Background: an optimization exercise with open tools, aiming at small area and a short achievable clock period. Do not read the settings as production practice.
RTL that was checked went through simulation tests only; none was proved equivalent to the original.
Only the layout flow was run in runs 3, 5 and 6; the RTL was not checked for function there.
No run shown here takes its clock network from TritonCTS; it comes from the design's own scripts or RTL.
No driver is modelled on the clock port, so clock power and skew are understated where the tree is cut down; a real chip needs a root buffer or a tree.
Power and IR drop assume default switching activity.

==> flow/design.v <==
module alu_top (
    input             clk,
    input      [3:0]  control,
    input             CI,
    input      [31:0] DATA_A,
    input      [31:0] DATA_B,
    output reg [31:0] OUT,
    output reg        CO,
    output reg        OVF,
    output reg        N,
    output reg        Z
);
reg  [3:0]  control_q;
reg         CI_q;
reg  [31:0] A_q, B_q;
wire [31:0] out_w;
wire        co_w, ovf_w, n_w, z_w;
always @(posedge clk) begin
    control_q <= control;
    CI_q      <= CI;
    A_q       <= DATA_A;
    B_q       <= DATA_B;
end
ALU #(.WIDTH(32)) alu (
    .control(control_q), .CI(CI_q), .DATA_A(A_q), .DATA_B(B_q),
    .OUT(out_w), .CO(co_w), .OVF(ovf_w), .N(n_w), .Z(z_w)
);
always @(posedge clk) begin
    OUT <= out_w;
    CO  <= co_w;
    OVF <= ovf_w;
    N   <= n_w;
    Z   <= z_w;
end
endmodule

module ALU #(parameter WIDTH=8)
    (
	  input [3:0] control,
	  input CI,
	  input [WIDTH-1:0] DATA_A,
	  input [WIDTH-1:0] DATA_B,
      output [WIDTH-1:0] OUT,
	  output CO,
	  output OVF,
	  output N, Z
    );
generate if (WIDTH == 32) begin : g_fast
wire c3 = control[3], c2 = control[2], c1 = control[1], c0 = control[0];
wire arith = ~c3 & (c2 | c1);                
wire sub   = c1;                             
wire inv   = arith & c1 & c0;                
wire cin   = ~c2 | ((c1 | c0) & CI);
wire k     = arith & (cin ^ inv);            
wire addop = ~c3 & c2 & ~c1;                 
wire subop = arith & c1;
wire [WIDTH-1:0] a = DATA_A;
wire [WIDTH-1:0] y = DATA_B ^ {WIDTH{sub}};
wire [WIDTH-1:0] p = a ^ y;
wire [WIDTH-1:0] g = a & y & {WIDTH{arith}};
wire [WIDTH-1:0] t = a | y;
wire addlike = arith & ~c1;                           
wire m11 = (~c3 & ~c2 & ~c1 & ~c0) | (arith & c1 & ~c0) | (c3 & c2 & ~(c1 & c0));   
wire m00 = (arith & c1 & ~c0) | (c3 & c2 & c1);                         
wire m10 = (~c3 & ~c2 & ~c1 & c0) | addlike | inv | (c3 & c2 & ~c1 & ~c0) | (c3 & c2 & c1 & c0);  
wire m01 = (~c3 & ~c2 & ~c1 & c0) | addlike | inv | (c3 & c2 & ~c1);    
wire [WIDTH-1:0] q = (a & DATA_B & {WIDTH{m11}}) | (a & ~DATA_B & {WIDTH{m10}})
                   | (~a & DATA_B & {WIDTH{m01}}) | (~a & ~DATA_B & {WIDTH{m00}});
wire [31:0] G0 = {g[30:0], k};
wire [31:0] P0 = {p[30:0], 1'b0};
wire G1_1 = G0[1] | (P0[1] & G0[0]);
wire G1_3 = G0[3] | (P0[3] & G0[2]);
wire P1_3 = P0[3] & P0[2];
wire G1_5 = G0[5] | (P0[5] & G0[4]);
wire P1_5 = P0[5] & P0[4];
wire G1_7 = G0[7] | (P0[7] & G0[6]);
wire P1_7 = P0[7] & P0[6];
wire G1_9 = G0[9] | (P0[9] & G0[8]);
wire P1_9 = P0[9] & P0[8];
wire G1_11 = G0[11] | (P0[11] & G0[10]);
wire P1_11 = P0[11] & P0[10];
wire G1_13 = G0[13] | (P0[13] & G0[12]);
wire P1_13 = P0[13] & P0[12];
wire G1_15 = G0[15] | (P0[15] & G0[14]);
wire P1_15 = P0[15] & P0[14];
wire G1_17 = G0[17] | (P0[17] & G0[16]);
wire P1_17 = P0[17] & P0[16];
wire G1_19 = G0[19] | (P0[19] & G0[18]);
wire P1_19 = P0[19] & P0[18];
wire G1_21 = G0[21] | (P0[21] & G0[20]);
wire P1_21 = P0[21] & P0[20];
wire G1_23 = G0[23] | (P0[23] & G0[22]);
wire P1_23 = P0[23] & P0[22];
wire G1_25 = G0[25] | (P0[25] & G0[24]);
wire P1_25 = P0[25] & P0[24];
wire G1_27 = G0[27] | (P0[27] & G0[26]);
wire P1_27 = P0[27] & P0[26];
wire G1_29 = G0[29] | (P0[29] & G0[28]);
wire P1_29 = P0[29] & P0[28];
wire G1_31 = G0[31] | (P0[31] & G0[30]);
wire P1_31 = P0[31] & P0[30];
wire G2_3 = G1_3 | (P1_3 & G1_1);
wire G2_7 = G1_7 | (P1_7 & G1_5);
wire P2_7 = P1_7 & P1_5;
wire G2_11 = G1_11 | (P1_11 & G1_9);
wire P2_11 = P1_11 & P1_9;
wire G2_15 = G1_15 | (P1_15 & G1_13);
wire P2_15 = P1_15 & P1_13;
wire G2_19 = G1_19 | (P1_19 & G1_17);
wire P2_19 = P1_19 & P1_17;
wire G2_23 = G1_23 | (P1_23 & G1_21);
wire P2_23 = P1_23 & P1_21;
wire G2_27 = G1_27 | (P1_27 & G1_25);
wire P2_27 = P1_27 & P1_25;
wire G2_31 = G1_31 | (P1_31 & G1_29);
wire P2_31 = P1_31 & P1_29;
wire G3_7 = G2_7 | (P2_7 & G2_3);
wire G3_15 = G2_15 | (P2_15 & G2_11);
wire P3_15 = P2_15 & P2_11;
wire G3_23 = G2_23 | (P2_23 & G2_19);
wire P3_23 = P2_23 & P2_19;
wire G3_31 = G2_31 | (P2_31 & G2_27);
wire P3_31 = P2_31 & P2_27;
wire G4_15 = G3_15 | (P3_15 & G3_7);
wire G4_31 = G3_31 | (P3_31 & G3_23);
wire P4_31 = P3_31 & P3_23;
wire G5_31 = G4_31 | (P4_31 & G4_15);
wire G6_23 = G3_23 | (P3_23 & G4_15);
wire G7_11 = G2_11 | (P2_11 & G3_7);
wire G7_19 = G2_19 | (P2_19 & G4_15);
wire G7_27 = G2_27 | (P2_27 & G6_23);
wire G8_5 = G1_5 | (P1_5 & G2_3);
wire G8_9 = G1_9 | (P1_9 & G3_7);
wire G8_13 = G1_13 | (P1_13 & G7_11);
wire G8_17 = G1_17 | (P1_17 & G4_15);
wire G8_21 = G1_21 | (P1_21 & G7_19);
wire G8_25 = G1_25 | (P1_25 & G6_23);
wire G8_29 = G1_29 | (P1_29 & G7_27);
wire G9_2 = G0[2] | (P0[2] & G1_1);
wire G9_4 = G0[4] | (P0[4] & G2_3);
wire G9_6 = G0[6] | (P0[6] & G8_5);
wire G9_8 = G0[8] | (P0[8] & G3_7);
wire G9_10 = G0[10] | (P0[10] & G8_9);
wire G9_12 = G0[12] | (P0[12] & G7_11);
wire G9_14 = G0[14] | (P0[14] & G8_13);
wire G9_16 = G0[16] | (P0[16] & G4_15);
wire G9_18 = G0[18] | (P0[18] & G8_17);
wire G9_20 = G0[20] | (P0[20] & G7_19);
wire G9_22 = G0[22] | (P0[22] & G8_21);
wire G9_24 = G0[24] | (P0[24] & G6_23);
wire G9_26 = G0[26] | (P0[26] & G8_25);
wire G9_28 = G0[28] | (P0[28] & G7_27);
wire G9_30 = G0[30] | (P0[30] & G8_29);
wire [31:0] c;   
assign c[0] = G0[0];
assign c[1] = G1_1;
assign c[2] = G9_2;
assign c[3] = G2_3;
assign c[4] = G9_4;
assign c[5] = G8_5;
assign c[6] = G9_6;
assign c[7] = G3_7;
assign c[8] = G9_8;
assign c[9] = G8_9;
assign c[10] = G9_10;
assign c[11] = G7_11;
assign c[12] = G9_12;
assign c[13] = G8_13;
assign c[14] = G9_14;
assign c[15] = G4_15;
assign c[16] = G9_16;
assign c[17] = G8_17;
assign c[18] = G9_18;
assign c[19] = G7_19;
assign c[20] = G9_20;
assign c[21] = G8_21;
assign c[22] = G9_22;
assign c[23] = G6_23;
assign c[24] = G9_24;
assign c[25] = G8_25;
assign c[26] = G9_26;
assign c[27] = G7_27;
assign c[28] = G9_28;
assign c[29] = G8_29;
assign c[30] = G9_30;
assign c[31] = G5_31;
assign OUT = q ^ c;
assign N = OUT[WIDTH-1];
wire [WIDTH-1:0] tq = inv ? g : (t & {WIDTH{arith}});
wire [WIDTH-1:0] pc = {tq[WIDTH-2:0], k};
assign Z = ~|(q ^ pc);
wire c32 = g[WIDTH-1] | (p[WIDTH-1] & c[WIDTH-1]);
assign CO  = (addop & c32) | (subop & ~OUT[WIDTH-1]);
assign OVF = arith & (c[WIDTH-1] ^ c32);
end else begin : g_generic
reg [WIDTH-1:0] R; reg RC, RV;
always @(*) begin
	RC = 1'b0; RV = 1'b0;
	case (control)
		4'b0000: R = DATA_A & DATA_B;
		4'b0001: R = DATA_A ^ DATA_B;
		4'b0010: R = DATA_A - DATA_B;
		4'b0011: R = DATA_B - DATA_A;
		4'b0100: {RC, R} = DATA_A + DATA_B;
		4'b0101: {RC, R} = DATA_A + DATA_B + CI;
		4'b0110: R = DATA_A - DATA_B + CI - 1;
		4'b0111: R = DATA_B - DATA_A + CI - 1;
		4'b1100: R = DATA_A | DATA_B;
		4'b1101: R = DATA_B;
		4'b1110: R = DATA_A ^ ~DATA_B;
		4'b1111: R = ~DATA_B;
		default: R = {WIDTH{1'b0}};
	endcase
	case (control)
		4'b0010, 4'b0110: begin RC = ~R[WIDTH-1]; RV = (DATA_A[WIDTH-1] & ~DATA_B[WIDTH-1] & ~R[WIDTH-1]) | (~DATA_A[WIDTH-1] & DATA_B[WIDTH-1] & R[WIDTH-1]); end
		4'b0011, 4'b0111: begin RC = ~R[WIDTH-1]; RV = (DATA_B[WIDTH-1] & ~DATA_A[WIDTH-1] & ~R[WIDTH-1]) | (~DATA_B[WIDTH-1] & DATA_A[WIDTH-1] & R[WIDTH-1]); end
		4'b0100, 4'b0101: RV = (DATA_A[WIDTH-1] & DATA_B[WIDTH-1] & ~R[WIDTH-1]) | (~DATA_A[WIDTH-1] & ~DATA_B[WIDTH-1] & R[WIDTH-1]);
		default: ;
	endcase
end
assign OUT = R; assign CO = RC; assign OVF = RV;
assign N = R[WIDTH-1];
assign Z = ~|R;
end endgenerate
endmodule
==> flow/flow/run.sh <==
#!/bin/bash
# ORFS layout through the standard.sh, with these changes:
# - the ports get small fast buffers (buf_1);
# - the clock tree is one level of four clkbuf_16 (flow/cts_manual.tcl);
# - timing repair aims below the clock period (SETUP_SLACK_MARGIN); the design is still
#   built and signed off at the design's period;
# - if flow/abc.script exists, synthesis maps the logic with it instead of ORFS's ABC
#   script (flow/synth.tcl is synth_recipe.tcl with that one change; registers are as in
#   the standard synthesis).
set -euo pipefail
here=$(pwd)
export MY_ABC_SCRIPT=$here/flow/abc.script
bash standard.sh \
  "SYNTH_SCRIPT=$here/flow/synth.tcl" \
  "ADDER_MAP_FILE=" \
  "BUFFER_PORTS_ARGS=-buffer_cell sky130_fd_sc_hd__buf_1" \
  "PRE_CTS_TCL=$here/flow/cts_manual.tcl" \
  "SETUP_SLACK_MARGIN=7.3" \
  finish > make_finish.log 2>&1
==> flow/flow/abc.script <==
strash; dch -f; map -D 2200 -B 0.9; topo
==> flow/flow/cts_manual.tcl <==
# Read by ORFS's CTS step (PRE_CTS_TCL). Replaces clock_tree_synthesis with a one-level
# clock tree: the clock port drives four clkbuf_16, each of which drives the registers of
# one quadrant of the placement (split at the median x, then at the median y). Every
# register sees the same single buffer stage, so the tree adds no deliberate skew.
proc clock_tree_synthesis { args } {
  set block [ord::get_db_block]
  set master [[ord::get_db] findMaster sky130_fd_sc_hd__clkbuf_16]
  set clknet [[$block findBTerm clk] getNet]
  set sinks {}
  foreach it [$clknet getITerms] {
    set bb [[$it getInst] getBBox]
    lappend sinks [list $it [expr {([$bb xMin] + [$bb xMax]) / 2}] [expr {([$bb yMin] + [$bb yMax]) / 2}]]
  }
  set sorted [lsort -integer -index 1 $sinks]
  set half [expr {[llength $sorted] / 2}]
  set groups {}
  foreach col [list [lrange $sorted 0 [expr {$half - 1}]] [lrange $sorted $half end]] {
    set col [lsort -integer -index 2 $col]
    set h [expr {[llength $col] / 2}]
    lappend groups [lrange $col 0 [expr {$h - 1}]] [lrange $col $h end]
  }
  set g 0
  foreach grp $groups {
    set inst [odb::dbInst_create $block $master clkbuf_q$g]
    set net [odb::dbNet_create $block clknet_q$g]
    $net setSigType CLOCK
    [$inst findITerm A] connect $clknet
    [$inst findITerm X] connect $net
    set sx 0
    set sy 0
    foreach s $grp {
      set it [lindex $s 0]
      $it disconnect
      $it connect $net
      set sx [expr {$sx + [lindex $s 1]}]
      set sy [expr {$sy + [lindex $s 2]}]
    }
    set m [llength $grp]
    $inst setLocation [expr {$sx / $m}] [expr {$sy / $m}]
    $inst setPlacementStatus PLACED
    incr g
  }
  puts "cts_manual: clock port drives $g clkbuf_16, [llength $sinks] registers"
  set_propagated_clock [all_clocks]
}
==> flow/flow/synth.tcl <==
proc synth {args} { yosys synth -nofsm -noshare {*}$args }
# Map the logic with this flow's own ABC script instead of ORFS's.
proc abc {args} {
  set i [lsearch -exact $args -script]
  if {$i >= 0} { lset args [expr {$i + 1}] $::env(MY_ABC_SCRIPT) }
  yosys abc {*}$args
}
source $::env(SCRIPTS_DIR)/synth.tcl
# left out here: clear keep_hierarchy, flatten, clean up, hide names made inside functions, write 1_2_yosys.v
==> flow/standard.sh <==
#!/bin/bash
# synth_recipe.tcl (not shown) runs the flow's synth.tcl, then flattens the netlist and writes it again
# the make line also repeats each setting of config.mk as NAME=value (left out here)
make -C /OpenROAD-flow-scripts/flow DESIGN_CONFIG=/design/flow/config.mk WORK_HOME=/design/flow/orfs CLKGATE_MAP_FILE= SYNTH_SCRIPT=/design/flow/synth_recipe.tcl "${@:-finish}"
==> flow/config.mk <==
export PLATFORM = sky130hd
export DESIGN_NAME = alu_top
export DESIGN_NICKNAME = alu_top
export VERILOG_FILES = /design/flow/design.v
export SDC_FILE = /design/flow/constraint.sdc
export NUM_CORES = 4
export LEC_CHECK = 0
export ABC_AREA = 1
export CAP_MARGIN = 20
export CORE_MARGIN = 2
export CORE_UTILIZATION = 72
export PLACE_DENSITY = 0.8
export SLEW_MARGIN = 20
==> flow/constraint.sdc <==
create_clock -name core_clock -period 10.0 [get_ports {clk}]
set_input_delay 2.0000 -clock core_clock [delete_from_list [all_inputs] [get_ports {clk}]]
set_output_delay 2.0000 -clock core_clock [all_outputs]
set_load 0.01 [all_outputs]
==> summary.txt, run 1 <==
STA
  • Tmin final: 2740 ps
  • Least-Margin Pin Slew: 771 ps
  • # setup viols final: 0
  • Layout Skew: 9.32 ps
  • Final Slew Violations: 0
  • Highest clock frequency the design can meet: 365 MHz
  • Setup repair after global routing missed its margin: true
  • TNS Setup: 0 ps
  • Relative slew slack: 48.5%
  • Final cycle utilization of the critical path: 27.4%
  • Final number of hold-violating endpoints: 0

Setup path
  • Critical-path maximum fanout: 19
  • Worst path slowest cell: dfxtp_4
  • End of the worst register-to-register path: Z$_DFF_P_
  • Beginning of the worst register-to-register path: control_q[1]$_DFF_P_
  • Worst endpoint required time: 10100 ps
  • Critical Path Max Stage Delay: 370 ps
  • CP startpoint kind: flop
  • CP Capture Type: flop
  • R2R depth: 14
  • Register-to-Register Setup Slack: 7260 ps
  • Cells along the critical path: clkbuf_4, buf_4, nor2_1, inv_2, nand2_8, buf_4, a21oi_1, o21ai_0, o21ai_0, xnor2_1, nand3_1, nor3_2, nand3_1, nor2_1
  • Kind of critical path: reg2reg
  • Worst endpoint data arrival time: 2840 ps

Cells and area
  • Ant. Diodes: 0
  • Number of standard cells in the layout, taps in and fillers out: 1017
  • Design area: 6580 um2
  • Commonest cells after routing, fill and taps aside: nand2_1 (215), buf_1 (105), dfxtp_1 (101), clkinv_1 (67), nor2_1 (63)
  • Area growth from synthesis to final layout: 19.6%
  • Net count of the finished layout: 990
  • Core utilization of the finished layout: 89.7%
  • Commonest non-fill, non-tap cell in the layout: nand2_1
  • Layout cells sized above 1: 10.0%
  • Number of inserted filler cells in the final layout: 359

Drt
  • Final Routed Wirelength: 19.0 mm
  • Detailed-routing iteration count for the pre-antenna-repair pass: 6
  • Antenna viol nets, final: 0
  • WL per Instance: 18.6 um
  • Iter 0 DRT Violations: 724
  • Mean number of vias per cell: 6.27
  • DRC violation count after routing: 0
  • Routed vias: 6381

Worst hold path
  • Kind of path behind the tightest hold check: reg2reg
  • Min-Delay Endpoint: OUT[28]$_DFF_P_
  • Startpoint of the worst hold path: A_q[28]$_DFF_P_
  • Worst Hold Path Cells: 2

Floorplanning
  • Ports placed on the boundary: 106
  • Floorplan Core Area: 7330 um2
  • Chip height: 91.4 um
  • Area enclosed by the die boundary: 8360 um2
  • Standard-cell rows: 31
  • Starting density of the core: 75.1%
  • Horiz. Die Dim: 91.4 um

GRT
  • Aggregate global-route resource usage: 38.7%
  • Largest net degree at the start of global routing: 49
  • Total overflow reported by the global router: 0
  • First-pass GRT wire length: 26.7 mm
  • Vias in the first global route: 5942
  • Number of antenna violations at the first check in global routing: 0

Synthesis
  • Post-synthesis xor/xnor area fraction: 13.1%
  • Post-synthesis net count: 851
  • Primary flip-flop cell chosen by synthesis mapping: dfxtp_1
  • Multiplexer share of the synthesized area: 1.41%
  • Number of synthesized register bits: 104
  • Post-synth EDFFs: 0
  • Count of different cell masters after synthesis: 29
  • Simple-gate share of the synthesized area: 28.4%
  • Sequential element share of the synthesized area: 37.8%
  • Post-synthesis share of cell area spent on full adders, half adders and majority gates: 0%
  • Yosys warning count: 1
  • Dominant combinational cell family by area after synthesis: simple AND/OR/NAND/NOR gates
  • Post-synthesis instance total: 781
  • Post-synthesis cell area: 5500 um2
  • Synthesized-area fraction occupied by ao, oa, aoi and oai cells: 14.2%
  • Fraction of synthesis flops using an asynchronous set or reset pin: 0%
  • Synthesized area divided by synthesized cell count: 7.05 um2

Run status
  • Run status: no timing/DRC/antenna violations

Power and ir drop
  • Maximum VDD drop: 179 uV
  • P_leak: 2.81 nW
  • Power density of the placed cells: 147 nW/um2

Placed design
  • Final HPWL DP: 10.6 mm
  • RD Place Congestion: 0.875
  • Port buffer count: 105
  • Count of placed standard cells including taps: 987
  • Cell area after placement: 6090 um2

Clock tree
  • Clock-pin slew on the worst setup and hold paths: 100 ps
  • Count of hold-fix buffers inserted at cts: 0
  • Insertion delay of the later-clocked pin in the worst-skew pair: 160 ps

Flow run
  • Maximum capacitance violations: 0
[worst max-delay path by stage]
stage                     cells past startpoint  slack [ps]            startpoint              end
after CTS                                    23        7300  control_q[3]$_DFF_P_  OUT[30]$_DFF_P_
after detailed placement                     12        6480  control_q[1]$_DFF_P_        Z$_DFF_P_
after floorplan                              23        7300  control_q[1]$_DFF_P_  OUT[30]$_DFF_P_
after global routing                         23        7180  control_q[1]$_DFF_P_  OUT[30]$_DFF_P_
after global placement                       12        6560  control_q[1]$_DFF_P_        Z$_DFF_P_
final                                        14        7260  control_q[1]$_DFF_P_        Z$_DFF_P_
[cells by family (layout without fill, tap and decap cells)]
group	after synthesis	in the layout
compound gates	135	135
flops	104	104
buf+inv	74	210
simple gates	379	380
mux	7	7
xor+xnor	82	82
[power breakdown]
group | total [mW] | switching (mW) | internal, mW | leakage, nW
clock | 0.177 | 0.103 | 0.0737 | 0.0493
combinational | 0.301 | 0.194 | 0.108 | 1.88
sequential | 0.486 | 0.0271 | 0.459 | 0.877
[cells in the mapped netlist (2+ instances only)]
cell type | instances | share of area [%]
nand4_1 | 7 | 0.80
a31oi_1 | 9 | 1.0
o211ai_1 | 9 | 1.2
nor2_1 | 65 | 4.4
or2_2 | 12 | 1.4
xnor2_1 | 22 | 3.5
o22ai_1 | 2 | 0.23
a22oi_1 | 10 | 1.4
mux2_2 | 6 | 1.2
dfxtp_1 | 104 | 38
xor2_1 | 60 | 9.5
nand2_1 | 231 | 16
a21oi_1 | 37 | 3.4
a211oi_1 | 9 | 1.2
o21ai_0 | 52 | 4.7
nand3_1 | 58 | 5.3
nor3_1 | 2 | 0.18
a21boi_0 | 3 | 0.41
clkinv_1 | 73 | 5.0
[metal layers]
metal / global-route usage [%] / vias to the layer above / share of wire, %
li1: - / 2834 / -
met1: 42.2 / 2801 / 33
met2: 71.0 / 549 / 48
met3: 5.81 / 197 / 11
met4: 21.0 / 0 / 8.4
met5: 0 / - / 0
[critical path, delay by kind of cell (launching register included)]
kind	cells	cell delay, ps
xor gates and xnor gates	1	200
buffers and inverters	4	730
and+or+nand+nor	6	980
AOI/OAI and AO/OA	3	400
DFF	1	370
[state kept, by name, indices dropped and copies added, names as in the netlist]
register	flops
A_q	32
B_q	32
OUT	31
control_q	4
CI_q	1
CO	1
N	1
OVF	1
Z	1
[through the flow]
step	hold WS [ps]	power [mW]	worst slack, ps
2_1_floorplan	558	0.669	7300
3_3_place_gp	595	0.734	6560
3_5_place_dp	593	0.748	6480
4_1_cts	663	0.924	7300
5_1_grt	711	0.998	7180
6_report	668	0.964	7260
[area by class of cell]
type / count / area, um2 / area share, %
Timing Repair inverter: 3 / 23.8 / 0.361
Tap cell: 99 / 124 / 1.88
Buffer: 4 / 100 / 1.52
Sequential cell: 104 / 2090 / 31.8
Multi-Input combinational cell: 604 / 3290 / 50.0
Inverter: 73 / 302 / 4.58
Timing Repair Buffer: 130 / 651 / 9.89
[what timing repair did]
action	4_1_cts	5_1_grt
resized for setup	11	35
cloned	2	3
pin swaps	3	7
setup buffers	6	15
setup endpoints to repair	32	16
==> run 2: changes to the inputs <==
==> flow/flow/abc.script (replaced) <==
strash; &get -n; &dch -f; &nf -D 2200; &put; topo; stime -c; buffer -c; upsize -c -D 2200; dnsize -c -D 2200
==> summary.txt, run 2 <==
Run status
  • Run status: no timing/DRC/antenna violations

Power and ir drop
  • Maximum VDD drop: 185 uV
  • P_leak: 2.55 nW
  • Power density of the placed cells: 157 nW/um2
  • Total Power: 1.07 mW

Setup path
  • Critical-path maximum fanout: 6
  • Worst endpoint data arrival time: 3370 ps
  • Cells along the critical path: buf_12, buf_16, buf_12, buf_6, xor2_4, xor2_2, nor3b_4, a211o_1, nand2_2, o21a_1, o31ai_4, buf_4, a21oi_4, buf_4, o22ai_1, xnor2_1
  • Kind of critical path: reg2reg
  • Critical Path Max Stage Delay: 400 ps
  • Worst endpoint required time: 10070 ps
  • CP Capture Type: flop
  • CP startpoint kind: flop
  • Worst path slowest cell: dfxtp_4

STA
  • Least-Margin Pin Slew: 959 ps
  • TNS Setup: 0 ps
  • Final cycle utilization of the critical path: 32.9%
  • Final number of hold-violating endpoints: 0
  • Layout Skew: 13.6 ps
  • Final Slew Violations: 0
  • Tmin final: 3290 ps
  • Highest clock frequency the design can meet: 304 MHz
  • Setup repair after global routing missed its margin: true
  • Relative slew slack: 35.9%
  • # setup viols final: 0
  • Post-route worst setup slack: 6710 ps

Drt
  • DRC violation count after routing: 0
  • WL per Instance: 27.8 um
  • Routed vias: 5372
  • Iter 0 DRT Violations: 904
  • Detailed-routing iteration count for the pre-antenna-repair pass: 6
  • Final Routed Wirelength: 20.7 mm
  • Antenna viol nets, final: 0
  • Mean number of vias per cell: 7.22

Clock tree
  • Insertion delay of the later-clocked pin in the worst-skew pair: 170 ps
  • Count of hold-fix buffers inserted at cts: 0
  • Clock-pin slew on the worst setup and hold paths: 100 ps

Cells and area
  • Design area: 6820 um2
  • Number of inserted filler cells in the final layout: 201
  • Net count of the finished layout: 717
  • Sequential standard cell area: 2090 um2
  • Core utilization of the finished layout: 94.1%
  • Commonest non-fill, non-tap cell in the layout: buf_1
  • Ant. Diodes: 0
  • Commonest cells after routing, fill and taps aside: buf_1 (103), dfxtp_1 (100), nor2_1 (55), xnor2_1 (47), xor2_1 (44)
  • Regs by FF count: A_q: 32 flops, B_q: 32 flops, OUT: 31 flops
  • Layout cells sized above 1: 26.8%
  • Multi-input logic area: 3620 um2
  • Area growth from synthesis to final layout: 27.1%

Floorplanning
  • Floorplan Core Area: 7250 um2
  • Standard-cell rows: 31
  • Area enclosed by the die boundary: 8160 um2
  • Ports placed on the boundary: 106
  • Starting density of the core: 74.0%
  • Horiz. Die Dim: 90.4 um
  • Chip height: 90.4 um

Synthesis
  • Post-synthesis cell area: 5370 um2
  • Cells taking the most area after synthesis: dfxtp_1 (39%), mux4_2 (13%), xor2_1 (8.6%)
  • Sequential element share of the synthesized area: 38.8%
  • Fraction of synthesis flops using an asynchronous set or reset pin: 0%
  • Primary flip-flop cell chosen by synthesis mapping: dfxtp_1
  • Yosys warning count: 1
  • Synthesized area divided by synthesized cell count: 10.5 um2
  • Synth top area share: 38.8%
  • Post-synth EDFFs: 0
  • Most frequent cell after synthesis: dfxtp_1
  • Most frequent cells after synthesis: dfxtp_1 (104), nor2_1 (60), xor2_1 (53)
  • Largest area contributor in the netlist: dfxtp_1
  • Number of synthesized register bits: 104
  • Post-synthesis net count: 582
  • Count of different cell masters after synthesis: 54
  • Post-synthesis instance total: 512

Placed design
  • Worst setup timing slack at the placement stage: 6260 ps
  • Cell area after placement: 5840 um2
  • RD Place Congestion: 0.939
  • Final HPWL DP: 9.77 mm
  • Port buffer count: 105

GRT
  • Vias in the first global route: 4991
  • First-pass GRT wire length: 25.6 mm
  • Total overflow reported by the global router: 0
  • Largest net degree at the start of global routing: 49
  • Aggregate global-route resource usage: 39.5%
  • Number of antenna violations at the first check in global routing: 0

Flow run
  • Maximum capacitance violations: 0

Worst hold path
  • Kind of path behind the tightest hold check: reg2reg
## run 2: per-stage QoR
stage	std cells	hold slack, ps
after floorplan	512	539
after global placement	698	559
after detailed placement	698	577
after CTS	729	600
after global routing	744	717
final	744	694
## run 2: final cells by class
class / count / area share [%]
Buffer: 4 / 1.47
Multi-Input combinational cell: 382 / 53.1
Sequential cell: 104 / 30.6
Tap cell: 99 / 1.82
Inverter: 2 / 0.110
Timing Repair Buffer: 153 / 12.9
## run 2: final timing paths
kind         slack (ps)                  from              end  cells after the start
max reg2reg        6710  control_q[1]$_DFF_P_  OUT[28]$_DFF_P_                     16
min reg2reg         690       A_q[31]$_DFF_P_      OVF$_DFF_P_                      2
min                 690       A_q[31]$_DFF_P_      OVF$_DFF_P_                      2
max                6710  control_q[1]$_DFF_P_  OUT[28]$_DFF_P_                     16
## run 2: power breakdown
part | total, mW | switching (mW) | internal (mW) | leakage, nW
logic | 0.397 | 0.230 | 0.166 | 1.63
registers | 0.495 | 0.0325 | 0.463 | 0.877
clock network | 0.178 | 0.104 | 0.0738 | 0.0493
total | 1.07 | 0.367 | 0.703 | 2.55
## run 2: worst max-delay path, delay by kind of cell (launching register included)
kind                   cells  cell delay (ps)
AO/OA/AOI/OAI              5              960
XOR/XNOR                   3              660
buffers and inverters      6              910
flip-flops                 1              400
AND/OR/NAND/NOR            2              280
## run 2: per-layer routing
layer / global-route usage (%) / wire (um)
met5: 0 / 0
met4: 18.6 / 2230
met2: 71.4 / 9450
met3: 5.76 / 3000
met1: 46.3 / 6030
## run 2: logic make-up after synthesis
family	Yosys count	synth area share, %
and+or+nand+nor	160	14.2
DFF	104	38.8
buffers and inverters	26	2.68
muxes	33	13.6
adders and majority gates	1	0.186
xor gates and xnor gates	110	18.9
AOI/OAI and AO/OA	78	11.7
## run 2: repair_timing
item | CTS | global route
pin swaps | 32 | 28
gates cloned | 3 | 0
setup endpoints to repair | 28 | 24
setup buffers | 24 | 15
resized for setup | 46 | 55
==> run 3: changes to the inputs <==
--- a/flow/design.v
+++ b/flow/design.v
@@ -188,3 +188,3 @@
 assign N = OUT[WIDTH-1];
-wire [WIDTH-1:0] tq = inv ? g : (t & {WIDTH{arith}});
+wire [WIDTH-1:0] tq = ((a & y) | ({WIDTH{~inv}} & (a | y))) & {WIDTH{arith}};
 wire [WIDTH-1:0] pc = {tq[WIDTH-2:0], k};
==> summary.txt, run 3 <==
Run status
  • Run status: no timing/DRC/antenna violations

Cells and area
  • Number of inserted filler cells in the final layout: 237
  • Area growth from synthesis to final layout: 25.6%
  • Net count of the finished layout: 719
  • Design area: 6650 um2
  • Commonest cells after routing, fill and taps aside: buf_1 (103), dfxtp_1 (100), nand2_1 (62), xnor2_1 (49), xor2_1 (40)
  • Commonest non-fill, non-tap cell in the layout: buf_1
  • Core utilization of the finished layout: 92.6%
  • Regs by FF count: A_q: 32 flops, B_q: 32 flops, OUT: 31 flops
  • Ant. Diodes: 0
  • Layout cells sized above 1: 25.5%

Synthesis
  • Primary flip-flop cell chosen by synthesis mapping: dfxtp_1
  • Synthesized area divided by synthesized cell count: 10.1 um2
  • Post-synthesis cell area: 5290 um2
  • Most frequent cell after synthesis: dfxtp_1
  • Largest area contributor in the netlist: dfxtp_1
  • Post-synthesis net count: 595
  • Number of synthesized register bits: 104
  • Sequential element share of the synthesized area: 39.3%
  • Cells taking the most area after synthesis: dfxtp_1 (39%), mux4_2 (14%), xnor2_1 (8.8%)
  • Count of different cell masters after synthesis: 47
  • Yosys warning count: 1
  • Synth top area share: 39.3%
  • Post-synth EDFFs: 0
  • Post-synthesis instance total: 525
  • Fraction of synthesis flops using an asynchronous set or reset pin: 0%
  • Most frequent cells after synthesis: dfxtp_1 (104), nand2_1 (70), xnor2_1 (53), xor2_1 (53), o21ai_0 (40)

STA
  • Final cycle utilization of the critical path: 30.7%
  • Post-route worst setup slack: 6930 ps
  • Relative slew slack: 59.4%
  • Setup repair after global routing missed its margin: true
  • TNS Setup: 0 ps
  • Final number of hold-violating endpoints: 0
  • Worst Hold Slack: 694 ps
  • # setup viols final: 0
  • Layout Skew: 10.6 ps
  • Final Slew Violations: 0
  • Tmin final: 3070 ps
  • Highest clock frequency the design can meet: 326 MHz
  • Least-Margin Pin Slew: 609 ps

Power and ir drop
  • Maximum VDD drop: 134 uV
  • Power density of the placed cells: 156 nW/um2
  • P_leak: 2.44 nW

Clock tree
  • Insertion delay of the later-clocked pin in the worst-skew pair: 160 ps
  • Clock-pin slew on the worst setup and hold paths: 100 ps

Flow run
  • Maximum capacitance violations: 0

Floorplanning
  • Standard-cell rows: 31
  • Chip height: 89.7 um
  • Area enclosed by the die boundary: 8050 um2
  • Ports placed on the boundary: 106
  • Starting density of the core: 73.7%
  • Floorplan Core Area: 7180 um2
  • Horiz. Die Dim: 89.7 um

Worst hold path
  • Kind of path behind the tightest hold check: reg2reg

GRT
  • First-pass GRT wire length: 22.3 mm
  • Vias in the first global route: 4440
  • Total overflow reported by the global router: 0
  • Aggregate global-route resource usage: 34.1%
  • Largest net degree at the start of global routing: 31
  • Number of antenna violations at the first check in global routing: 0

Setup path
  • Worst endpoint data arrival time: 3140 ps
  • Register-to-Register Setup Slack: 6930 ps
  • CP startpoint kind: flop
  • Kind of critical path: reg2reg
  • CP Capture Type: flop
  • Critical-path maximum fanout: 5
  • Worst endpoint required time: 10070 ps

Drt
  • Antenna viol nets, final: 0
  • Routed vias: 5194
  • DRC violation count after routing: 0
  • Detailed-routing iteration count for the pre-antenna-repair pass: 8
  • WL per Instance: 25.2 um
  • Final Routed Wirelength: 18.8 mm
  • Iter 0 DRT Violations: 670
  • Mean number of vias per cell: 6.96

Placed design
  • Port buffer count: 105
  • RD Place Congestion: 0.925
  • Cell area after placement: 5660 um2
  • Final HPWL DP: 8.71 mm
  • Worst setup timing slack at the placement stage: 6140 ps
==> run 3: worst paths after layout <==
path | start | end | cells past startpoint
worst max-delay path | control_q[1]$_DFF_P_ | Z$_DFF_P_ | 10
worst min-delay path | A_q[31]$_DFF_P_ | OVF$_DFF_P_ | 2
worst max register to register | control_q[1]$_DFF_P_ | Z$_DFF_P_ | 10
worst min register to register | A_q[31]$_DFF_P_ | OVF$_DFF_P_ | 2
==> run 3: final cells by class <==
type | count | area (um2) | share of cell area (%)
tap | 99 | 124 | 1.86
buffer | 4 | 100 | 1.51
timing repair buffer | 142 | 791 | 11.9
multi-input combinational | 396 | 3540 | 53.2
sequential | 104 | 2090 | 31.5
inverter | 1 | 3.75 | 0.0565
==> run 3: timing repair <==
action / 4_1_cts / 5_1_grt
gates cloned: 3 / 5
setup endpoints to repair: 34 / 20
hold buffers: 0 / 0
endpoints found under the hold margin: 0 / 0
gates resized for setup: 47 / 59
pin swaps: 17 / 30
buffers inserted: 10 / 20
==> run 3: kinds of logic (layout without fill, tap and decap cells) <==
family,Yosys count,in the layout,share of synthesized area (%)
simple gates,155,158,13.6
compound gates,96,97,11.6
fa+ha+maj,1,1,0.189
xor+xnor,108,108,18.2
flops,104,104,39.3
buf+inv,29,147,3.41
mux,32,32,13.6
==> run 3: where the power goes <==
group / total, mW / leakage [nW] / switching [mW] / internal [mW]
Clock: 0.178 / 0.0493 / 0.104 / 0.0738
Combinational: 0.367 / 1.52 / 0.213 / 0.153
Sequential: 0.496 / 0.877 / 0.0330 / 0.463
Total: 1.04 / 2.44 / 0.350 / 0.690
==> run 3: critical path: stages, from the launching register on <==
cell and delay (ps):
dfxtp_4 410, clkbuf_16 190, nand2b_4 170, nand2_1 90, nand2_2 130, or2_4 350, mux4_2 560, xnor2_1 190
nor4_2 380, nand4_1 280, nor4_2 240
==> run 3: per-stage QoR <==
stage	total power, mW	instances
3_5_place_dp	0.769	704
2_1_floorplan	0.698	525
4_1_cts	0.962	721
5_1_grt	1.07	746
6_report	1.04	746
3_3_place_gp	0.761	704
==> run 3: layer usage <==
metal,global-route usage [%],vias up,share of wire (%)
li1,-,2082,-
met1,45.6,2388,32
met2,61.0,541,45
met3,3.10,183,14
met4,7.44,0,9.2
met5,0,-,0
==> run 4: changes to the inputs <==
--- a/flow/design.v
+++ b/flow/design.v
@@ -188,3 +188,3 @@
 assign N = OUT[WIDTH-1];
-wire [WIDTH-1:0] tq = ((a & y) | ({WIDTH{~inv}} & (a | y))) & {WIDTH{arith}};
+wire [WIDTH-1:0] tq = inv ? g : (t & {WIDTH{arith}});
 wire [WIDTH-1:0] pc = {tq[WIDTH-2:0], k};
--- a/flow/flow/run.sh
+++ b/flow/flow/run.sh
@@ -17,3 +17,3 @@
   "PRE_CTS_TCL=$here/flow/cts_manual.tcl" \
-  "SETUP_SLACK_MARGIN=7.3" \
+  "SETUP_SLACK_MARGIN=7.25" \
   finish > make_finish.log 2>&1
==> flow/flow/abc.script (replaced) <==
strash; dch -f; map -D 2200 -B 0.9; topo; stime -c; buffer -c; upsize -c -D 2200; dnsize -c -D 2200
==> summary.txt, run 4 <==
Run status
  • Run status: no timing/DRC/antenna violations

Setup path
  • Kind of critical path: reg2out
  • Logic depth of the worst setup path including buffers: 1
  • Worst endpoint data arrival time: 680 ps
  • Critical Path Max Stage Delay: 340 ps
  • CP Capture Type: output pin
  • CP startpoint kind: flop
  • Worst endpoint required time: 8000 ps
  • R2R depth: 16
  • Cells along the critical path: buf_1
  • Worst path slowest cell: dfxtp_1
  • Critical-path maximum fanout: 1
  • Kind of cell adding the most delay to the critical path: flip-flops
  • CP bufs+invs: 1

GRT
  • Met3 usage: 3.91%
  • Global routing's busiest layer: met2
  • Total overflow reported by the global router: 0
  • Aggregate global-route resource usage: 34.9%
  • First-pass GRT wire length: 24.7 mm
  • Largest net degree at the start of global routing: 39
  • Global-route track usage on met1: 40.9%
  • Number of antenna violations at the first check in global routing: 0
  • GR met2 Demand/Resource: 65.0%
  • Vias in the first global route: 5635

Drt
  • DRC violation count after routing: 0
  • WL per Instance: 15.2 um
  • Iter 0 DRT Violations: 360
  • Routed vias: 5787
  • Antenna viol nets, final: 0
  • Final Routed Wirelength: 15.4 mm
  • Detailed-routing iteration count for the pre-antenna-repair pass: 5
  • Mean number of vias per cell: 5.73

Synthesis
  • Number of synthesized register bits: 104
  • Most frequent cells after synthesis: nand2_1 (231), dfxtp_1 (104), inv_1 (72)
  • Post-synthesis xor/xnor area fraction: 12.8%
  • Yosys warning count: 1
  • Post-synthesis cell area: 5620 um2
  • Synthesized-area fraction occupied by ao, oa, aoi and oai cells: 13.9%
  • Multiplexer share of the synthesized area: 1.38%
  • Largest area contributor in the netlist: dfxtp_1
  • Count of different cell masters after synthesis: 35
  • Post-synthesis instance total: 808
  • Most frequent cell after synthesis: nand2_1
  • Primary flip-flop cell chosen by synthesis mapping: dfxtp_1
  • Synth top area share: 37.0%
  • Simple-gate share of the synthesized area: 27.7%
  • Sequential element share of the synthesized area: 37.0%
  • Synthesized area divided by synthesized cell count: 6.96 um2
  • Post-synthesis net count: 878
  • Post-synthesis share of cell area spent on full adders, half adders and majority gates: 0%
  • Dominant combinational cell family by area after synthesis: simple AND/OR/NAND/NOR gates
  • Post-synth EDFFs: 0
  • Cells taking the most area after synthesis: dfxtp_1 (37%), nand2_1 (15%), xor2_1 (9.3%)
  • Fraction of synthesis flops using an asynchronous set or reset pin: 0%

Flow run
  • Maximum capacitance violations: 0

STA
  • TNS Setup: 0 ps
  • Layout Skew: 9.74 ps
  • Least-Margin Pin Slew: 712 ps
  • # setup viols final: 0
  • Final number of hold-violating endpoints: 0
  • Tmin final: 2680 ps
  • Final Slew Violations: 0
  • Relative slew slack: 52.5%
  • Highest clock frequency the design can meet: 373 MHz
  • Final cycle utilization of the critical path: 26.8%
  • Setup repair after global routing missed its margin: false

Worst hold path
  • Worst Hold Path Cells: 3
  • Kind of path behind the tightest hold check: reg2reg

Cells and area
  • Commonest cells after routing, fill and taps aside: nand2_1 (221), buf_1 (105), dfxtp_1 (101), inv_1 (68), nor2_1 (61)
  • Commonest non-fill, non-tap cell in the layout: nand2_1
  • Ant. Diodes: 0
  • Net count of the finished layout: 980
  • Layout cells sized above 1: 7.49%
  • Regs by FF count: A_q: 32 flops, B_q: 32 flops, OUT: 31 flops
  • Number of standard cells in the layout, taps in and fillers out: 1010
  • Core utilization of the finished layout: 83.2%
  • Area growth from synthesis to final layout: 13.1%

Floorplanning
  • Horiz. Die Dim: 92.4 um
  • Starting density of the core: 73.5%
  • Floorplan Core Area: 7650 um2
  • Ports placed on the boundary: 106
  • Chip height: 92.4 um
  • Area enclosed by the die boundary: 8530 um2
  • Standard-cell rows: 32

Placed design
  • RD Place Congestion: 0.889
  • Port buffer count: 105
  • Count of placed standard cells including taps: 992
  • Final HPWL DP: 10.5 mm

Clock tree
  • Insertion delay of the later-clocked pin in the worst-skew pair: 160 ps
  • Clock-pin slew on the worst setup and hold paths: 100 ps
  • Count of hold-fix buffers inserted at cts: 0

Power and ir drop
  • Maximum VDD drop: 129 uV
  • P_leak: 2.95 nW
  • Power density of the placed cells: 146 nW/um2
==> run 4: changes by cell type after synthesis, sizes merged, moves of 8 or more <==
cell	delta
o211ai	+8
o21ai	+10
a211oi	+9
a21oi	+11
nand3	+52
nor2	+31
mux4	-32
inv	+71
xnor2	-31
nand2	+161
==> run 4: through the flow <==
stage               total power, mW  instance area [um2]  setup WS, ps  hold slack, ps
CTS                           0.917                 6260          7260             608
detailed placement            0.744                 6060          5500             593
global placement              0.732                 6060          5600             581
finish                        0.929                 6360          7320             622
floorplan                     0.669                 5620          7510             550
global route                  0.975                 6360          7190             639
==> run 4: kinds of logic after synthesis <==
family,count (synthesis)
AND/OR/NAND/NOR,379
AO/OA/AOI/OAI,135
buffers and inverters,101
XOR/XNOR,82
multiplexers,7
flip-flops,104
==> run 4: routing by layer <==
metal | wire, um | share of wire [%]
met5 | 0 | 0
met4 | 505 | 3.3
met3 | 1430 | 9.3
met2 | 7710 | 50
met1 | 5710 | 37
==> run 4: repair_timing <==
action,in CTS,in global routing
cloned,1,0
buffers inserted,8,5
pin swaps,1,3
endpoints found under the setup margin,35,12
gates resized for setup,12,22
hold endpoints to repair,0,0
==> run 4: report_power, final <==
group          internal, mW  switching [mW]  leakage [nW]
combinational        0.0996           0.171          2.03
sequential            0.459          0.0268         0.877
clock                0.0736          0.0990        0.0493
total                 0.632           0.297          2.95
==> run 4: worst paths after layout <==
check                             from     endpoint  slack, ps
setup / recovery       OUT[30]$_DFF_P_      OUT[30]       7320
hold / removal         A_q[31]$_DFF_P_  OVF$_DFF_P_        620
setup reg to reg  control_q[1]$_DFF_P_   CO$_DFF_P_       7390
hold reg to reg        A_q[31]$_DFF_P_  OVF$_DFF_P_        620
==> run 4: area by class of cell <==
class	count	area [um2]
flip-flops and latches	104	2090
well taps	102	128
multi-input cells	604	3210
inverters	73	285
fillers	505	1290
repair buffers	123	553
plain buffers	4	100
==> run 5: changes to the inputs <==
--- a/flow/design.v
+++ b/flow/design.v
@@ -190,3 +190,3 @@
 wire [WIDTH-1:0] pc = {tq[WIDTH-2:0], k};
-assign Z = ~|(q ^ pc);
+assign Z = ~(|OUT[15:0]) & ~(|(q[WIDTH-1:16] ^ pc[WIDTH-1:16]));
 wire c32 = g[WIDTH-1] | (p[WIDTH-1] & c[WIDTH-1]);
--- a/flow/flow/run.sh
+++ b/flow/flow/run.sh
@@ -17,3 +17,3 @@
   "PRE_CTS_TCL=$here/flow/cts_manual.tcl" \
-  "SETUP_SLACK_MARGIN=7.25" \
+  "SETUP_SLACK_MARGIN=7.3" \
   finish > make_finish.log 2>&1
--- a/flow/config.mk
+++ b/flow/config.mk
@@ -7,3 +7,2 @@
 export LEC_CHECK = 0
-export ABC_AREA = 1
 export CAP_MARGIN = 20
==> summary.txt, run 5 <==
Power and ir drop
  • Maximum VDD drop: 146 uV
  • Power density of the placed cells: 147 nW/um2
  • P_leak: 3.21 nW

STA
  • Final Slew Violations: 0
  • Final number of hold-violating endpoints: 0
  • # setup viols final: 0
  • Tmin final: 2690 ps
  • Layout Skew: 12.1 ps
  • Setup repair after global routing missed its margin: true
  • Final cycle utilization of the critical path: 26.9%
  • Highest clock frequency the design can meet: 371 MHz
  • Relative slew slack: 70.2%
  • TNS Setup: 0 ps
  • Least-Margin Pin Slew: 444 ps

Setup path
  • Logic depth of the worst setup path including buffers: 1
  • Critical Path Max Stage Delay: 350 ps
  • CP startpoint kind: flop
  • Worst path slowest cell: dfxtp_1
  • Register-to-Register Setup Slack: 7340 ps
  • Worst endpoint required time: 8000 ps
  • Critical-path maximum fanout: 1
  • Cells along the critical path: buf_1
  • CP Capture Type: output pin
  • Worst endpoint data arrival time: 690 ps
  • Timing endpoint of the critical path: Z
  • Beginning of the worst register-to-register path: control_q[1]$_DFF_P_
  • Kind of critical path: reg2out
  • Start point of the critical path: Z$_DFF_P_
  • R2R depth: 18
  • CP bufs+invs: 1
  • Kind of cell adding the most delay to the critical path: flip-flops
  • End of the worst register-to-register path: OUT[30]$_DFF_P_

Placed design
  • Final HPWL DP: 11.1 mm
  • RD Place Congestion: 0.913
  • Cell area after placement: 5990 um2
  • Port buffer count: 105

Synthesis
  • Cells taking the most area after synthesis: dfxtp_1 (38%), nand2_1 (20%), nand3_1 (6.8%)
  • Most frequent cell after synthesis: nand2_1
  • Sequential element share of the synthesized area: 37.7%
  • Post-synthesis cell area: 5530 um2
  • Yosys warning count: 1
  • Largest area contributor in the netlist: dfxtp_1
  • Synth top area share: 37.7%
  • Synthesized area divided by synthesized cell count: 6.58 um2
  • Primary flip-flop cell chosen by synthesis mapping: dfxtp_1
  • Post-synthesis instance total: 840
  • Count of different cell masters after synthesis: 27
  • Fraction of synthesis flops using an asynchronous set or reset pin: 0%
  • Number of synthesized register bits: 104
  • Post-synth EDFFs: 0
  • Post-synthesis net count: 910
  • Most frequent cells after synthesis: nand2_1 (291), dfxtp_1 (104), inv_1 (94)

GRT
  • GR met2 Demand/Resource: 67.0%
  • Largest net degree at the start of global routing: 33
  • First-pass GRT wire length: 25.7 mm
  • Global-route track usage on met1: 43.4%
  • Global routing's busiest layer: met2
  • Total overflow reported by the global router: 0
  • Aggregate global-route resource usage: 36.9%
  • Number of antenna violations at the first check in global routing: 0
  • Vias in the first global route: 5823
  • Met3 usage: 3.78%

Floorplanning
  • Area enclosed by the die boundary: 8390 um2
  • Horiz. Die Dim: 91.6 um
  • Starting density of the core: 75.4%
  • Ports placed on the boundary: 106
  • Standard-cell rows: 31
  • Chip height: 91.6 um
  • Floorplan Core Area: 7330 um2

Flow run
  • Maximum capacitance violations: 0

Clock tree
  • Insertion delay of the later-clocked pin in the worst-skew pair: 160 ps
  • Clock-pin slew on the worst setup and hold paths: 100 ps
  • Count of hold-fix buffers inserted at cts: 0

Cells and area
  • Commonest cells after routing, fill and taps aside: nand2_1 (274), buf_1 (105), dfxtp_1 (102), inv_1 (89), nand3_1 (72)
  • Ant. Diodes: 0
  • Number of inserted filler cells in the final layout: 397
  • Area growth from synthesis to final layout: 18.3%
  • Net count of the finished layout: 1026
  • Layout cells sized above 1: 8.39%
  • Multi-input logic area: 3170 um2
  • Regs by FF count: A_q: 32 flops, B_q: 32 flops, OUT: 31 flops
  • Design area: 6540 um2
  • Sequential standard cell area: 2090 um2
  • Commonest non-fill, non-tap cell in the layout: nand2_1

Drt
  • DRC violation count after routing: 0
  • Detailed-routing iteration count for the pre-antenna-repair pass: 8
  • Antenna viol nets, final: 0
  • Iter 0 DRT Violations: 625
  • Final Routed Wirelength: 18.0 mm
  • WL per Instance: 17.1 um
  • Mean number of vias per cell: 6.01
  • Routed vias: 6326

Run status
  • Run status: no timing/DRC/antenna violations

Worst hold path
  • Kind of path behind the tightest hold check: reg2reg
[run 5: worst register-to-register path, delay by kind of cell, from the launching register on]
kind | cells | cell delay (ps)
XOR/XNOR | 1 | 270
AND/OR/NAND/NOR | 14 | 1330
flip-flops | 1 | 380
AO/OA/AOI/OAI | 1 | 190
buffers and inverters | 2 | 430
[run 5: what timing repair did]
item                                    CTS  global route
pin swaps                                 1            14
gates cloned                              2             3
setup buffers                             5            12
endpoints found under the setup margin   35            11
resized for setup                        23            39
[run 5: final cells by class]
| cell class | instances | area share (%) |
|---|---|---|
| Buffer | 4 | 1.53 |
| Inverter | 96 | 6.05 |
| Multi-Input combinational cell | 621 | 48.4 |
| Sequential cell | 104 | 31.9 |
| Tap cell | 99 | 1.89 |
| Timing Repair Buffer | 129 | 10.2 |
[run 5: per-layer routing]
metal | vias up | routed length [um]
li1 | 2865 | -
met1 | 2760 | 6180
met2 | 545 | 8400
met3 | 156 | 2150
met4 | 0 | 1280
met5 | - | 0
[run 5: power breakdown]
group	internal (mW)	switching (mW)
Sequential	0.458	0.0259
Combinational	0.105	0.192
Clock	0.0739	0.105
Total	0.638	0.324
[run 5: how the worst min path moves through the flow]
stage | startpoint | endpoint | slack, ps | depth (start not counted)
floorplan | control_q[3]$_DFF_P_ | CO$_DFF_P_ | 550 | 3
detailed placement | control_q[3]$_DFF_P_ | CO$_DFF_P_ | 620 | 3
CTS | B_q[7]$_DFF_P_ | OUT[7]$_DFF_P_ | 670 | 2
finish | control_q[3]$_DFF_P_ | CO$_DFF_P_ | 670 | 3
global route | control_q[3]$_DFF_P_ | CO$_DFF_P_ | 700 | 3
global placement | control_q[3]$_DFF_P_ | CO$_DFF_P_ | 620 | 3
[run 5: cells by family (layout without fill, tap and decap cells)]
group,after synthesis,in the layout,synth area share [%]
xor gates and xnor gates,66,66,10.5
and+or+nand+nor,438,440,32.2
buffers and inverters,117,229,8.15
DFF,104,104,37.7
AOI/OAI and AO/OA,115,115,11.5
[run 5: metrics by stage]
stage | hold WS [ps] | setup WS (ps) | cells | util [%] | power, mW
2_1_floorplan | 548 | 7510 | 840 | - | 0.662
3_3_place_gp | 618 | 6130 | 1027 | 81.7 | 0.729
3_5_place_dp | 624 | 5900 | 1027 | 81.7 | 0.742
4_1_cts | 665 | 7300 | 1038 | 85.4 | 0.920
5_1_grt | 699 | 7170 | 1053 | 89.2 | 0.997
6_report | 670 | 7310 | 1053 | 89.2 | 0.961
==> run 6: changes to the inputs <==
--- a/flow/design.v
+++ b/flow/design.v
@@ -101,54 +101,100 @@
 wire P1_31 = P0[31] & P0[30];
+wire G2_2 = G0[2] | (P0[2] & G1_1);
 wire G2_3 = G1_3 | (P1_3 & G1_1);
+wire G2_6 = G0[6] | (P0[6] & G1_5);
+wire P2_6 = P0[6] & P1_5;
 wire G2_7 = G1_7 | (P1_7 & G1_5);
 wire P2_7 = P1_7 & P1_5;
+wire G2_10 = G0[10] | (P0[10] & G1_9);
+wire P2_10 = P0[10] & P1_9;
 wire G2_11 = G1_11 | (P1_11 & G1_9);
 wire P2_11 = P1_11 & P1_9;
+wire G2_14 = G0[14] | (P0[14] & G1_13);
+wire P2_14 = P0[14] & P1_13;
 wire G2_15 = G1_15 | (P1_15 & G1_13);
 wire P2_15 = P1_15 & P1_13;
+wire G2_18 = G0[18] | (P0[18] & G1_17);
+wire P2_18 = P0[18] & P1_17;
 wire G2_19 = G1_19 | (P1_19 & G1_17);
 wire P2_19 = P1_19 & P1_17;
+wire G2_22 = G0[22] | (P0[22] & G1_21);
+wire P2_22 = P0[22] & P1_21;
 wire G2_23 = G1_23 | (P1_23 & G1_21);
 wire P2_23 = P1_23 & P1_21;
+wire G2_26 = G0[26] | (P0[26] & G1_25);
+wire P2_26 = P0[26] & P1_25;
 wire G2_27 = G1_27 | (P1_27 & G1_25);
 wire P2_27 = P1_27 & P1_25;
+wire G2_30 = G0[30] | (P0[30] & G1_29);
+wire P2_30 = P0[30] & P1_29;
 wire G2_31 = G1_31 | (P1_31 & G1_29);
 wire P2_31 = P1_31 & P1_29;
+wire G3_4 = G0[4] | (P0[4] & G2_3);
+wire G3_5 = G1_5 | (P1_5 & G2_3);
+wire G3_6 = G2_6 | (P2_6 & G2_3);
 wire G3_7 = G2_7 | (P2_7 & G2_3);
+wire G3_12 = G0[12] | (P0[12] & G2_11);
+wire P3_12 = P0[12] & P2_11;
+wire G3_13 = G1_13 | (P1_13 & G2_11);
+wire P3_13 = P1_13 & P2_11;
+wire G3_14 = G2_14 | (P2_14 & G2_11);
+wire P3_14 = P2_14 & P2_11;
 wire G3_15 = G2_15 | (P2_15 & G2_11);
 wire P3_15 = P2_15 & P2_11;
+wire G3_20 = G0[20] | (P0[20] & G2_19);
+wire P3_20 = P0[20] & P2_19;
+wire G3_21 = G1_21 | (P1_21 & G2_19);
+wire P3_21 = P1_21 & P2_19;
+wire G3_22 = G2_22 | (P2_22 & G2_19);
+wire P3_22 = P2_22 & P2_19;
 wire G3_23 = G2_23 | (P2_23 & G2_19);
 wire P3_23 = P2_23 & P2_19;
+wire G3_28 = G0[28] | (P0[28] & G2_27);
+wire P3_28 = P0[28] & P2_27;
+wire G3_29 = G1_29 | (P1_29 & G2_27);
+wire P3_29 = P1_29 & P2_27;
+wire G3_30 = G2_30 | (P2_30 & G2_27);
+wire P3_30 = P2_30 & P2_27;
 wire G3_31 = G2_31 | (P2_31 & G2_27);
 wire P3_31 = P2_31 & P2_27;
+wire G4_8 = G0[8] | (P0[8] & G3_7);
+wire G4_9 = G1_9 | (P1_9 & G3_7);
+wire G4_10 = G2_10 | (P2_10 & G3_7);
+wire G4_11 = G2_11 | (P2_11 & G3_7);
+wire G4_12 = G3_12 | (P3_12 & G3_7);
+wire G4_13 = G3_13 | (P3_13 & G3_7);
+wire G4_14 = G3_14 | (P3_14 & G3_7);
 wire G4_15 = G3_15 | (P3_15 & G3_7);
+wire G4_24 = G0[24] | (P0[24] & G3_23);
+wire P4_24 = P0[24] & P3_23;
+wire G4_25 = G1_25 | (P1_25 & G3_23);
+wire P4_25 = P1_25 & P3_23;
+wire G4_26 = G2_26 | (P2_26 & G3_23);
+wire P4_26 = P2_26 & P3_23;
+wire G4_27 = G2_27 | (P2_27 & G3_23);
+wire P4_27 = P2_27 & P3_23;
+wire G4_28 = G3_28 | (P3_28 & G3_23);
+wire P4_28 = P3_28 & P3_23;
+wire G4_29 = G3_29 | (P3_29 & G3_23);
+wire P4_29 = P3_29 & P3_23;
+wire G4_30 = G3_30 | (P3_30 & G3_23);
+wire P4_30 = P3_30 & P3_23;
 wire G4_31 = G3_31 | (P3_31 & G3_23);
 wire P4_31 = P3_31 & P3_23;
+wire G5_16 = G0[16] | (P0[16] & G4_15);
+wire G5_17 = G1_17 | (P1_17 & G4_15);
+wire G5_18 = G2_18 | (P2_18 & G4_15);
+wire G5_19 = G2_19 | (P2_19 & G4_15);
+wire G5_20 = G3_20 | (P3_20 & G4_15);
+wire G5_21 = G3_21 | (P3_21 & G4_15);
+wire G5_22 = G3_22 | (P3_22 & G4_15);
+wire G5_23 = G3_23 | (P3_23 & G4_15);
+wire G5_24 = G4_24 | (P4_24 & G4_15);
+wire G5_25 = G4_25 | (P4_25 & G4_15);
+wire G5_26 = G4_26 | (P4_26 & G4_15);
+wire G5_27 = G4_27 | (P4_27 & G4_15);
+wire G5_28 = G4_28 | (P4_28 & G4_15);
+wire G5_29 = G4_29 | (P4_29 & G4_15);
+wire G5_30 = G4_30 | (P4_30 & G4_15);
 wire G5_31 = G4_31 | (P4_31 & G4_15);
-wire G6_23 = G3_23 | (P3_23 & G4_15);
-wire G7_11 = G2_11 | (P2_11 & G3_7);
-wire G7_19 = G2_19 | (P2_19 & G4_15);
-wire G7_27 = G2_27 | (P2_27 & G6_23);
-wire G8_5 = G1_5 | (P1_5 & G2_3);
-wire G8_9 = G1_9 | (P1_9 & G3_7);
-wire G8_13 = G1_13 | (P1_13 & G7_11);
-wire G8_17 = G1_17 | (P1_17 & G4_15);
-wire G8_21 = G1_21 | (P1_21 & G7_19);
-wire G8_25 = G1_25 | (P1_25 & G6_23);
-wire G8_29 = G1_29 | (P1_29 & G7_27);
-wire G9_2 = G0[2] | (P0[2] & G1_1);
-wire G9_4 = G0[4] | (P0[4] & G2_3);
-wire G9_6 = G0[6] | (P0[6] & G8_5);
-wire G9_8 = G0[8] | (P0[8] & G3_7);
-wire G9_10 = G0[10] | (P0[10] & G8_9);
-wire G9_12 = G0[12] | (P0[12] & G7_11);
-wire G9_14 = G0[14] | (P0[14] & G8_13);
-wire G9_16 = G0[16] | (P0[16] & G4_15);
-wire G9_18 = G0[18] | (P0[18] & G8_17);
-wire G9_20 = G0[20] | (P0[20] & G7_19);
-wire G9_22 = G0[22] | (P0[22] & G8_21);
-wire G9_24 = G0[24] | (P0[24] & G6_23);
-wire G9_26 = G0[26] | (P0[26] & G8_25);
-wire G9_28 = G0[28] | (P0[28] & G7_27);
-wire G9_30 = G0[30] | (P0[30] & G8_29);
 wire [31:0] c;   
@@ -156,31 +202,31 @@
 assign c[1] = G1_1;
-assign c[2] = G9_2;
+assign c[2] = G2_2;
 assign c[3] = G2_3;
-assign c[4] = G9_4;
-assign c[5] = G8_5;
-assign c[6] = G9_6;
+assign c[4] = G3_4;
+assign c[5] = G3_5;
+assign c[6] = G3_6;
 assign c[7] = G3_7;
-assign c[8] = G9_8;
-assign c[9] = G8_9;
-assign c[10] = G9_10;
-assign c[11] = G7_11;
-assign c[12] = G9_12;
-assign c[13] = G8_13;
-assign c[14] = G9_14;
+assign c[8] = G4_8;
+assign c[9] = G4_9;
+assign c[10] = G4_10;
+assign c[11] = G4_11;
+assign c[12] = G4_12;
+assign c[13] = G4_13;
+assign c[14] = G4_14;
 assign c[15] = G4_15;
-assign c[16] = G9_16;
-assign c[17] = G8_17;
-assign c[18] = G9_18;
-assign c[19] = G7_19;
-assign c[20] = G9_20;
-assign c[21] = G8_21;
-assign c[22] = G9_22;
-assign c[23] = G6_23;
-assign c[24] = G9_24;
-assign c[25] = G8_25;
-assign c[26] = G9_26;
-assign c[27] = G7_27;
-assign c[28] = G9_28;
-assign c[29] = G8_29;
-assign c[30] = G9_30;
+assign c[16] = G5_16;
+assign c[17] = G5_17;
+assign c[18] = G5_18;
+assign c[19] = G5_19;
+assign c[20] = G5_20;
+assign c[21] = G5_21;
+assign c[22] = G5_22;
+assign c[23] = G5_23;
+assign c[24] = G5_24;
+assign c[25] = G5_25;
+assign c[26] = G5_26;
+assign c[27] = G5_27;
+assign c[28] = G5_28;
+assign c[29] = G5_29;
+assign c[30] = G5_30;
 assign c[31] = G5_31;
@@ -190,3 +236,3 @@
 wire [WIDTH-1:0] pc = {tq[WIDTH-2:0], k};
-assign Z = ~(|OUT[15:0]) & ~(|(q[WIDTH-1:16] ^ pc[WIDTH-1:16]));
+assign Z = ~|(q ^ pc);
 wire c32 = g[WIDTH-1] | (p[WIDTH-1] & c[WIDTH-1]);
--- a/flow/config.mk
+++ b/flow/config.mk
@@ -7,2 +7,3 @@
 export LEC_CHECK = 0
+export ABC_AREA = 1
 export CAP_MARGIN = 20
==> summary.txt, run 6 <==
Run status
  • Run status: no timing/DRC/antenna violations

Setup path
  • CP startpoint kind: flop
  • Kind of cell adding the most delay to the critical path: simple AND/OR/NAND/NOR gates
  • CP bufs+invs: 4
  • Critical-path maximum fanout: 19
  • Worst path slowest cell: dfxtp_4
  • Worst endpoint required time: 10110 ps
  • Cells along the critical path: buf_12, clkinvlp_4, nand2_1, nand2_2, buf_4, inv_1, nor2_1, o21bai_1, nand2_1, xnor2_1, nor2_1, nand2_1, nor2_1, nand2_1, nor2_1
  • Kind of critical path: reg2reg
  • CP Capture Type: flop
  • Worst endpoint data arrival time: 2820 ps
  • Critical Path Max Stage Delay: 420 ps

Synthesis
  • Cells taking the most area after synthesis: dfxtp_1 (34%), nand2_1 (22%), nand3_1 (6.7%)
  • Post-synthesis share of cell area spent on full adders, half adders and majority gates: 0%
  • Multiplexer share of the synthesized area: 0%
  • Yosys warning count: 1
  • Number of synthesized register bits: 104
  • Post-synthesis xor/xnor area fraction: 8.05%
  • Count of different cell masters after synthesis: 28
  • Post-synthesis net count: 1063
  • Synthesized-area fraction occupied by ao, oa, aoi and oai cells: 13.3%
  • Post-synthesis cell area: 6200 um2
  • Post-synth EDFFs: 0
  • Dominant combinational cell family by area after synthesis: simple AND/OR/NAND/NOR gates
  • Most frequent cell after synthesis: nand2_1
  • Sequential element share of the synthesized area: 33.6%
  • Synth top area share: 33.6%
  • Primary flip-flop cell chosen by synthesis mapping: dfxtp_1
  • Most frequent cells after synthesis: nand2_1 (361), inv_1 (105), dfxtp_1 (104)
  • Largest area contributor in the netlist: dfxtp_1
  • Fraction of synthesis flops using an asynchronous set or reset pin: 0%
  • Synthesized area divided by synthesized cell count: 6.24 um2
  • Post-synthesis instance total: 993
  • Simple-gate share of the synthesized area: 36.6%

Cells and area
  • Sequential standard cell area: 2090 um2
  • Ant. Diodes: 0
  • Design area: 7070 um2
  • Layout cells sized above 1: 6.38%
  • Number of inserted filler cells in the final layout: 559
  • Commonest cells after routing, fill and taps aside: nand2_1 (351), dfxtp_1 (103), inv_1 (102), buf_1 (100), nand3_1 (83)
  • Area growth from synthesis to final layout: 13.9%
  • Net count of the finished layout: 1169
  • Regs by FF count: A_q: 32 flops, B_q: 32 flops, OUT: 31 flops
  • Commonest non-fill, non-tap cell in the layout: nand2_1
  • Multi-input logic area: 3680 um2

STA
  • # setup viols final: 0
  • Final Slew Violations: 0
  • Layout Skew: 9.37 ps
  • Final number of hold-violating endpoints: 0
  • Least-Margin Pin Slew: 461 ps
  • Setup repair after global routing missed its margin: true
  • Final cycle utilization of the critical path: 27.1%
  • Highest clock frequency the design can meet: 369 MHz
  • TNS Setup: 0 ps
  • Tmin final: 2710 ps
  • Relative slew slack: 69.2%

Clock tree
  • Clock-pin slew on the worst setup and hold paths: 100 ps
  • Insertion delay of the later-clocked pin in the worst-skew pair: 160 ps
  • Count of hold-fix buffers inserted at cts: 0

GRT
  • First-pass GRT wire length: 26.3 mm
  • Largest net degree at the start of global routing: 42
  • Aggregate global-route resource usage: 32.5%
  • Total overflow reported by the global router: 0
  • Number of antenna violations at the first check in global routing: 0
  • Vias in the first global route: 5861

Worst hold path
  • Kind of path behind the tightest hold check: reg2reg

Drt
  • DRC violation count after routing: 0
  • Antenna viol nets, final: 0
  • WL per Instance: 14.3 um
  • Final Routed Wirelength: 17.2 mm
  • Top layer used by detailed routing: met4
  • Met2 wirelength from detailed routing: 7.77 mm
  • Detailed-routing iteration count for the pre-antenna-repair pass: 7
  • Metal3 WL: 1.83 mm
  • Mean number of vias per cell: 5.68
  • Sum of routed wire segments on met1: 6.87 mm
  • Routed vias: 6822
  • Iter 0 DRT Violations: 771

Floorplanning
  • Floorplan Core Area: 8300 um2
  • Starting density of the core: 74.7%
  • Ports placed on the boundary: 106
  • Standard-cell rows: 33
  • Horiz. Die Dim: 96.8 um
  • Chip height: 96.8 um
  • Area enclosed by the die boundary: 9370 um2

Placed design
  • Port buffer count: 105
  • Final HPWL DP: 10.8 mm
  • RD Place Congestion: 0.982
  • Cell area after placement: 6650 um2

Power and ir drop
  • Power density of the placed cells: 136 nW/um2
  • P_leak: 3.52 nW
  • Maximum VDD drop: 146 uV

Flow run
  • Maximum capacitance violations: 0
==> run 6: layout make-up <==
| class | instances | area share [%] |
|---|---|---|
| Timing Repair Buffer | 128 | 9.05 |
| Tap cell | 105 | 1.86 |
| Timing Repair inverter | 2 | 0.213 |
| Multi-Input combinational cell | 753 | 52.1 |
| Buffer | 4 | 1.42 |
| Inverter | 106 | 5.83 |
| Sequential cell | 104 | 29.5 |
==> run 6: logic make-up after synthesis <==
| kind of cell | after synthesis |
|---|---|
| simple gates | 546 |
| compound gates | 149 |
| buf+inv | 137 |
| flops | 104 |
| xor+xnor | 57 |
==> run 6: timing repair <==
| item | in CTS | in global routing |
|---|---|---|
| gates resized for setup | 20 | 26 |
| pin swaps | 0 | 2 |
| buffers inserted | 6 | 9 |
| cloned | 2 | 3 |
| endpoints found under the hold margin | 0 | 0 |
| setup endpoints to repair | 34 | 27 |
==> run 6: worst reg2reg max path, cell delays in order, from the launching register on <==
cell        delay [ps]
dfxtp_4            420
buf_12             160
clkinvlp_4         150
nand2_1            150
nand2_2            250
buf_4              330
inv_1              120
nor2_1              60
o21bai_1           160
nand2_1            150
xnor2_1            150
nor2_1             130
nand2_1             70
nor2_1             160
nand2_1            100
nor2_1              90
==> run 6: path summary, 6_finish.rpt <==
check	cells past startpoint	start	slack [ps]	to
setup / recovery	15	control_q[1]$_DFF_P_	7290	Z$_DFF_P_
setup reg to reg	15	control_q[1]$_DFF_P_	7290	Z$_DFF_P_
hold / removal	3	B_q[29]$_DFF_P_	640	OUT[29]$_DFF_P_
hold reg to reg	3	B_q[29]$_DFF_P_	640	OUT[29]$_DFF_P_
==> run 6: metrics by stage <==
stage / std cells / hold WS, ps / util (%) / power [mW] / setup slack (ps)
final: 1202 / 636 / 85.1 / 0.962 / 7290
after global routing: 1202 / 711 / 85.1 / 1.01 / 7210
after CTS: 1190 / 641 / 82.7 / 0.937 / 7290
after detailed placement: 1178 / 617 / 80.1 / 0.761 / 6490
after global placement: 1178 / 610 / 80.1 / 0.757 / 6580
after floorplan: 993 / 556 / - / 0.687 / 7510
==> run 6: metal layers <==
metal / track usage [%] / up-vias
met3: 2.89 / 89
li1: - / 3393
met5: 0 / -
met1: 43.9 / 2945
met4: 8.88 / 0
met2: 55.9 / 395
==> run 6: where the power goes <==
part / total [mW] / switching, mW / internal (mW) / leakage (nW)
logic: 0.306 / 0.197 / 0.109 / 2.60
clock network: 0.175 / 0.101 / 0.0737 / 0.0493
registers: 0.481 / 0.0238 / 0.457 / 0.877

==> static timing again, ports no longer ideal <==
How much do the figures lean on ideal ports? The routed layouts below were timed once more, with nothing changed but the port constraints.
Step 1 sets driving cells, clkbuf_16 on the clock port and buf_2 on the other inputs (assumed; they add their load-dependent delay and slew).
Step 2, shift: input delay + t, output delay - t, t = (earliest + latest rising clock arrival at the registers) / 2. This alone moves slack from input paths to output paths.
Three values: no drivers, after step 1, after step 2; two values: the first two.
run	t (ns)	setup WS [ns]
run 1	0.248	7.263 / 7.239 / 7.263
run 2	0.252	6.707 / 6.707 / 6.707
run 3	0.243	6.931 / 6.931 / 6.931
run 4	0.236	7.320 / 7.238 / 7.391
run 5	0.249	7.306 / 7.216 / 7.341
run 6	0.243	7.288 / 7.220 / 7.288
After both steps setup and hold are still met in every run listed.
